Context: an optimization exercise on an open-source flow, tuned for small area, a short achievable clock period and few clock cycles per item. The choices shown serve that exercise and are no tape-out recipe. RTL that was checked went through simulation tests only; none was proved equivalent to the original.

## dotproduct
module dotproduct (
    input  logic         clk_i,
    input  logic         rst_ni,
    input  logic         start_i,
    input  logic [7:0]   nnz_i,
    input  logic [31:0]  a0_i, a1_i, a2_i, a3_i, a4_i,
                         a5_i, a6_i, a7_i, a8_i, a9_i,
    input  logic [31:0]  b0_i, b1_i, b2_i, b3_i, b4_i,
                         b5_i, b6_i, b7_i, b8_i, b9_i,
    input  logic [31:0]  c_i,
    output logic [63:0]  result_o,
    output logic         busy_o,
    output logic         result_valid_o,
    output logic [31:0]  cycle_count_o
);
Size: ~3800 cells after synthesis, roughly 160 flip-flops, ~780 I/O pins, about 27000 um^2 of cells after synthesis.
clock: 15.0 ns
lec_check: 0
abc_area: 1
cap_margin: 50
core_margin: 2
core_utilization: 40
slew_margin: 60
standard.sh (not shown) runs the stock make flow with config.mk's settings and CLKGATE_MAP_FILE= SYNTH_SCRIPT=/design/flow/synth_recipe.tcl, a recipe that flattens the netlist after the stock synthesis.
==> flow/flow/run.sh <==
#!/bin/bash
set -o pipefail
export BUFFER_PORTS_ARGS="-buffer_cell sky130_fd_sc_hd__buf_1"
bash standard.sh SYNTH_ARGS=-noabc SETUP_SLACK_MARGIN=9.25 finish > standard.log 2>&1
Rerun with:
--- a/flow/design.v
+++ b/flow/design.v
@@ -1528,15 +1528,15 @@
     assign fc710 = (acc[61] & ms521) | (acc[61] & mc584) | (ms521 & mc584);
     assign fs711 = acc[62] ^ ms522 ^ mc585;
     assign fc712 = (acc[62] & ms522) | (acc[62] & mc585) | (ms522 & mc585);
     assign fs713 = acc[63] ^ ms523 ^ mc586;
     assign fc714 = (acc[63] & ms523) | (acc[63] & mc586) | (ms523 & mc586);
     assign fsum = {fs713, fs711, fs709, fs707, fs705, fs703, fs701, fs699, fs697, fs695, fs693, fs691, fs689, fs687, fs685, fs683, fs681, fs679, fs677, fs675, fs673, fs671, fs669, fs667, fs665, fs663, fs661, fs659, fs657, fs655, fs653, fs651, fs649, fs647, fs645, fs643, fs641, fs639, fs637, fs635, fs633, fs631, fs629, fs627, fs625, fs623, fs621, fs619, fs617, fs615, fs613, fs611, fs609, fs607, fs605, fs603, fs601, fs599, fs597, fs595, fs593, fs591, fs589, fs587};
     assign fcar = {fc712, fc710, fc708, fc706, fc704, fc702, fc700, fc698, fc696, fc694, fc692, fc690, fc688, fc686, fc684, fc682, fc680, fc678, fc676, fc674, fc672, fc670, fc668, fc666, fc664, fc662, fc660, fc658, fc656, fc654, fc652, fc650, fc648, fc646, fc644, fc642, fc640, fc638, fc636, fc634, fc632, fc630, fc628, fc626, fc624, fc622, fc620, fc618, fc616, fc614, fc612, fc610, fc608, fc606, fc604, fc602, fc600, fc598, fc596, fc594, fc592, fc590, fc588, mc524};
-    localparam int BW = 4;
+    localparam int BW = 8;
     localparam int NB = 64 / BW;
     logic [NB-2:0] bc;
     logic [63:0]   bcw;
     logic [63:0]   acc_next;
     logic [NB-2:0] bc_next;
     always_comb begin
         bcw = 64'd0;
What happened: Critical path depth decreases by 3. Design area decreases slightly. Global-route usage decreases by 0.70 points. Area after synthesis decreases by a few percent. Register-to-register slack is worse by 90 ps.
Testbench counts after the change, summed over its fixed seeds: cycles 18,851, items 2,400.
The RTL of the first run of this note was laid out without a check of its function.


Starting RTL as in the previous note.
export LEC_CHECK = 0
export ABC_AREA = 1
export CAP_MARGIN = 20
export CORE_MARGIN = 2
export CORE_UTILIZATION = 40
export CTS_BUF_LIST = sky130_fd_sc_hd__clkbuf_4 sky130_fd_sc_hd__clkbuf_8
export SLEW_MARGIN = 20
create_clock -name core_clock -period 15.0 [get_ports {clk_i}]
==> flow/flow/run.sh <==
#!/bin/bash
set -o pipefail
export BUFFER_PORTS_ARGS="-buffer_cell sky130_fd_sc_hd__buf_1"
bash standard.sh SETUP_SLACK_MARGIN=9.0 finish > standard.log 2>&1
The starting point passed the timing, DRC and antenna checks.
Next try:
--- a/flow/design.v
+++ b/flow/design.v
@@ -1528,15 +1528,15 @@
     assign fc710 = (acc[61] & ms521) | (acc[61] & mc584) | (ms521 & mc584);
     assign fs711 = acc[62] ^ ms522 ^ mc585;
     assign fc712 = (acc[62] & ms522) | (acc[62] & mc585) | (ms522 & mc585);
     assign fs713 = acc[63] ^ ms523 ^ mc586;
     assign fc714 = (acc[63] & ms523) | (acc[63] & mc586) | (ms523 & mc586);
     assign fsum = {fs713, fs711, fs709, fs707, fs705, fs703, fs701, fs699, fs697, fs695, fs693, fs691, fs689, fs687, fs685, fs683, fs681, fs679, fs677, fs675, fs673, fs671, fs669, fs667, fs665, fs663, fs661, fs659, fs657, fs655, fs653, fs651, fs649, fs647, fs645, fs643, fs641, fs639, fs637, fs635, fs633, fs631, fs629, fs627, fs625, fs623, fs621, fs619, fs617, fs615, fs613, fs611, fs609, fs607, fs605, fs603, fs601, fs599, fs597, fs595, fs593, fs591, fs589, fs587};
     assign fcar = {fc712, fc710, fc708, fc706, fc704, fc702, fc700, fc698, fc696, fc694, fc692, fc690, fc688, fc686, fc684, fc682, fc680, fc678, fc676, fc674, fc672, fc670, fc668, fc666, fc664, fc662, fc660, fc658, fc656, fc654, fc652, fc650, fc648, fc646, fc644, fc642, fc640, fc638, fc636, fc634, fc632, fc630, fc628, fc626, fc624, fc622, fc620, fc618, fc616, fc614, fc612, fc610, fc608, fc606, fc604, fc602, fc600, fc598, fc596, fc594, fc592, fc590, fc588, mc524};
-    localparam int BW = 4;
+    localparam int BW = 32;
     localparam int NB = 64 / BW;
     logic [NB-2:0] bc;
     logic [63:0]   bcw;
     logic [63:0]   acc_next;
     logic [NB-2:0] bc_next;
     always_comb begin
         bcw = 64'd0;
What happened: Non-clock buffer count increases by 146. Cell area increases by 2.8%. Sequential share of layout area decreases by 1.1 points. Setup slack loses 0.029 ns.
Function was not checked in any run of this note: the RTL went through the layout flow alone.


Setup of oak:
RTL: one of the versions met above, not the one the previous note started from.
Size: about 780 I/O pins, ~27,000 um2 of cells after synthesis.
==> flow/config.mk <==
export PLATFORM = sky130hd
export DESIGN_NAME = dotproduct
export DESIGN_NICKNAME = dotproduct
export VERILOG_FILES = /design/flow/design.v
export SDC_FILE = /design/flow/constraint.sdc
export NUM_CORES = 4
export LEC_CHECK = 0
export ABC_AREA = 1
export CAP_MARGIN = 20
export CORE_MARGIN = 2
export CORE_UTILIZATION = 40
export SLEW_MARGIN = 20
==> flow/constraint.sdc <==
create_clock -name core_clock -period 15.0 [get_ports {clk_i}]
set_input_delay 3.0000 -clock core_clock [delete_from_list [all_inputs] [get_ports {clk_i}]]
set_output_delay 3.0000 -clock core_clock [all_outputs]
set_load 0.01 [all_outputs]
==> flow/flow/run.sh <==
#!/bin/bash
set -o pipefail
export BUFFER_PORTS_ARGS="-buffer_cell sky130_fd_sc_hd__buf_1"
bash standard.sh SETUP_SLACK_MARGIN=8.5 finish > standard.log 2>&1
oak finished every stage and its layout cleared the timing, DRC and antenna checks.
Testbench counts of oak, summed over its fixed seeds: cycles 18,851, items 2,400.
Here is what was changed in the inputs of pine compared with oak.
--- a/flow/design.v
+++ b/flow/design.v
@@ -10,83 +10,82 @@
     input  logic [31:0]  c_i,
     output logic [63:0]  result_o,
     output logic         busy_o,
     output logic         result_valid_o,
     output logic [31:0]  cycle_count_o
 );
     logic        fvalid;      
     logic        fetching;    
     logic        flast;       
     logic        valid_q;
     logic [3:0]  cnt_q;       
     logic [9:0]  sel;         
-    logic        ch;          
+    logic        pend;        
+    logic        plast;       
+    logic [16:0] P;           
     logic [31:0] M;           
     logic [7:0]  bneg, bone, btwo;    
     logic        sh;          
     logic [63:0] acc;
     wire start_ok = start_i & ~fvalid;
-    wire go       = start_ok | fetching;
+    wire issue0   = start_ok | (fetching & ~pend);    
+    wire go       = issue0 | pend;                     
     logic [31:0] A, B;
     always_comb begin
         A = ({32{sel[0]}} & a0_i) | ({32{sel[1]}} & a1_i) | ({32{sel[2]}} & a2_i) |
             ({32{sel[3]}} & a3_i) | ({32{sel[4]}} & a4_i) | ({32{sel[5]}} & a5_i) |
             ({32{sel[6]}} & a6_i) | ({32{sel[7]}} & a7_i) | ({32{sel[8]}} & a8_i) |
             ({32{sel[9]}} & a9_i);
         B = ({32{sel[0]}} & b0_i) | ({32{sel[1]}} & b1_i) | ({32{sel[2]}} & b2_i) |
             ({32{sel[3]}} & b3_i) | ({32{sel[4]}} & b4_i) | ({32{sel[5]}} & b5_i) |
             ({32{sel[6]}} & b6_i) | ({32{sel[7]}} & b7_i) | ({32{sel[8]}} & b8_i) |
             ({32{sel[9]}} & b9_i);
     end
     logic [9:0] lastsel;
     always_comb begin
         for (int k = 0; k < 10; k++) lastsel[k] = (nnz_i == 8'(k + 1));
     end
     wire nA = (A[31:15] == {17{A[31]}});    
     wire nB = (B[31:15] == {17{B[31]}});
     wire two  = ~nA & ~nB;
-    wire [31:0] X  = nB ? A : B;
-    wire [16:0] Qn = ch ? A[31:15] : (nB ? {B[15:0], 1'b0} : {A[15:0], 1'b0});
-    wire last_chunk = ~two | ch;
+    wire [31:0] X  = pend ? M : (nB ? A : B);
+    wire [16:0] Qn = pend ? P : (nB ? {B[15:0], 1'b0} : {A[15:0], 1'b0});
     wire last_elem  = |(sel & lastsel);
-    wire last_job   = last_chunk & last_elem;
     always_ff @(posedge clk_i) begin
         M     <= X;
+        P     <= A[31:15];
+        plast <= last_elem;
         for (int i = 0; i < 8; i++) begin
             bneg[i] <= go & Qn[2*i+2];
             bone[i] <= go & (Qn[2*i] ^ Qn[2*i+1]);
             btwo[i] <= go & ((Qn[2*i+2] & ~Qn[2*i+1] & ~Qn[2*i]) |
                              (~Qn[2*i+2] & Qn[2*i+1] & Qn[2*i]));
         end
-        sh    <= ch;
-        flast <= last_job;
+        sh    <= pend;
+        flast <= pend ? plast : (last_elem & ~two);
     end
     always_ff @(posedge clk_i or negedge rst_ni) begin
         if (!rst_ni) begin
             fvalid   <= 1'b0;
             fetching <= 1'b0;
+            pend     <= 1'b0;
             valid_q  <= 1'b0;
             cnt_q    <= 4'd0;
             sel      <= 10'd1;
-            ch       <= 1'b0;
         end else begin
             fvalid   <= go;
-            fetching <= go & ~last_job;
-            if (go) begin
-                if (last_chunk) begin
-                    ch  <= 1'b0;
-                    sel <= last_elem ? 10'd1 : {sel[8:0], 1'b0};
-                end else begin
-                    ch  <= 1'b1;
-                end
+            pend     <= issue0 & two;
+            if (issue0) begin
+                fetching <= ~last_elem;
+                sel      <= last_elem ? 10'd1 : {sel[8:0], 1'b0};
             end
             if (start_ok) begin
                 valid_q <= 1'b0;
                 cnt_q   <= nnz_i[3:0];
             end else if (fvalid & flast) begin
                 valid_q <= 1'b1;
             end
         end
     end
     wire [33:0] Xe  = {M[31], M[31], M};
     wire [33:0] Xe2 = {M[31], M, 1'b0};
     logic [33:0] pp0, pp1, pp2, pp3, pp4, pp5, pp6, pp7;
[summary]
pine — critical path depth 2 higher, oak as reference. Measured against each other, oak and pine differ in fraction of area in clock buffers and inverters, the lower figure coming from oak. Aggregate negative setup slack: oak vs pine, no meaningful difference. oak -> pine: post-synthesis instance area flat. Going from oak to pine, number of nets in the final layout lower; wire length of the first global-routing pass lower.
For pine, only the layout was checked, not whether the RTL still works.


Starting RTL as in the previous note.
clock: 15.0 ns
lec_check: 0
abc_area: 1
cap_margin: 20
core_margin: 2
core_utilization: 40
cts_buf_list: sky130_fd_sc_hd__clkbuf_4 sky130_fd_sc_hd__clkbuf_8
slew_margin: 20
==> flow/flow/run.sh <==
#!/bin/bash
set -o pipefail
export BUFFER_PORTS_ARGS="-buffer_cell sky130_fd_sc_hd__buf_1"
bash standard.sh SETUP_SLACK_MARGIN=9.0 finish > standard.log 2>&1
Testbench counts at the start, summed over its fixed seeds: cycles 18,851, items 2,400.
Next try:
--- a/flow/design.v
+++ b/flow/design.v
@@ -1524,23 +1524,23 @@
     assign fc706 = (acc[59] & ms519) | (acc[59] & mc582) | (ms519 & mc582);
     assign fs707 = acc[60] ^ ms520 ^ mc583;
     assign fc708 = (acc[60] & ms520) | (acc[60] & mc583) | (ms520 & mc583);
     assign fs709 = acc[61] ^ ms521 ^ mc584;
     assign fc710 = (acc[61] & ms521) | (acc[61] & mc584) | (ms521 & mc584);
     assign fs711 = acc[62] ^ ms522 ^ mc585;
     assign fc712 = (acc[62] & ms522) | (acc[62] & mc585) | (ms522 & mc585);
     assign fs713 = acc[63] ^ ms523 ^ mc586;
     assign fc714 = (acc[63] & ms523) | (acc[63] & mc586) | (ms523 & mc586);
     assign fsum = {fs713, fs711, fs709, fs707, fs705, fs703, fs701, fs699, fs697, fs695, fs693, fs691, fs689, fs687, fs685, fs683, fs681, fs679, fs677, fs675, fs673, fs671, fs669, fs667, fs665, fs663, fs661, fs659, fs657, fs655, fs653, fs651, fs649, fs647, fs645, fs643, fs641, fs639, fs637, fs635, fs633, fs631, fs629, fs627, fs625, fs623, fs621, fs619, fs617, fs615, fs613, fs611, fs609, fs607, fs605, fs603, fs601, fs599, fs597, fs595, fs593, fs591, fs589, fs587};
     assign fcar = {fc712, fc710, fc708, fc706, fc704, fc702, fc700, fc698, fc696, fc694, fc692, fc690, fc688, fc686, fc684, fc682, fc680, fc678, fc676, fc674, fc672, fc670, fc668, fc666, fc664, fc662, fc660, fc658, fc656, fc654, fc652, fc650, fc648, fc646, fc644, fc642, fc640, fc638, fc636, fc634, fc632, fc630, fc628, fc626, fc624, fc622, fc620, fc618, fc616, fc614, fc612, fc610, fc608, fc606, fc604, fc602, fc600, fc598, fc596, fc594, fc592, fc590, fc588, mc524};
-    localparam int BW = 8;
+    localparam int BW = 16;
     localparam int NB = 64 / BW;
     logic [NB-2:0] bc;
     logic [63:0]   bcw;
     logic [63:0]   acc_next;
     logic [NB-2:0] bc_next;
     always_comb begin
         bcw = 64'd0;
         for (int k = 1; k < NB; k++) bcw[k*BW] = bc[k-1];
     end
     assign {bc_next[0], acc_next[BW-1:0]} = {1'b0, fsum[BW-1:0]} + {1'b0, fcar[BW-1:0]};
     for (genvar k = 1; k < NB; k++) begin : g_blk
After rerunning: Final area is higher by 1.4%; synthesized area is higher by 1.6%; critical path depth is lower by 3; worst hold slack stays flat; final cell count is higher by 1.1%; routed wire length is lower by 2.7%; sequential share of layout area is lower by 0.35 points; synthesized cell count is higher by 1.5%; global-route usage is lower by 1.8 points.
Testbench counts after the change, summed over its fixed seeds: cycles 18,851, items 2,400.

==> separate check: timing with driven ports <==
The results above use ideal ports. As a check the final layouts listed here were re-extracted and re-timed, cells and wires unchanged. Step 1 (the two cells are an assumption about what drives the block):
set clk [get_ports {clk_i}]
set_driving_cell -lib_cell sky130_fd_sc_hd__clkbuf_16 $clk
set_driving_cell -lib_cell sky130_fd_sc_hd__buf_2 [delete_from_list [all_inputs] $clk]
Step 2 adds t to the input delays and takes it off the output delays; t is the mean of the earliest and latest rising clock arrival at the registers after step 1. Input paths then give back, and output paths get back, about the clock's delay inside the block. a / b / c = ideal ports / drivers / drivers and shift; a / b = the first two.
run | t (ns) | setup slack, ns | worst setup path at the end | clock arrival spread, ns
the first run of note 1 | 0.532 | 9.302 / 9.243 / 9.356 | input to register | 0.025 / 0.026
the second run of note 1 | 0.555 | 9.341 / 9.279 / 9.262 | input to register | 0.026 / 0.026
the first run of note 2 | 0.597 | 9.072 / 9.017 / 8.755 | input to register | 0.019 / 0.019
the second run of note 2 | 0.607 | 9.044 / 8.983 / 9.056 | input to register | 0.026 / 0.026
oak | 0.542 | 8.699 / 8.639 / 8.587 | input to register | 0.011 / 0.011
pine | 0.559 | 8.725 / 8.660 / 8.790 | register to register | 0.013 / 0.013
the first run of note 4 | 0.597 | 9.124 / 9.068 / 8.818 | input to register | 0.015 / 0.016
the second run of note 4 | 0.597 | 9.166 / 9.106 / 8.693 | input to register | 0.034 / 0.034
After both steps every run listed still meets setup and hold. For the second run of note 4, which loses most, drivers alone change the setup slack by -0.060 ns; drivers and shift together by -0.473 ns.
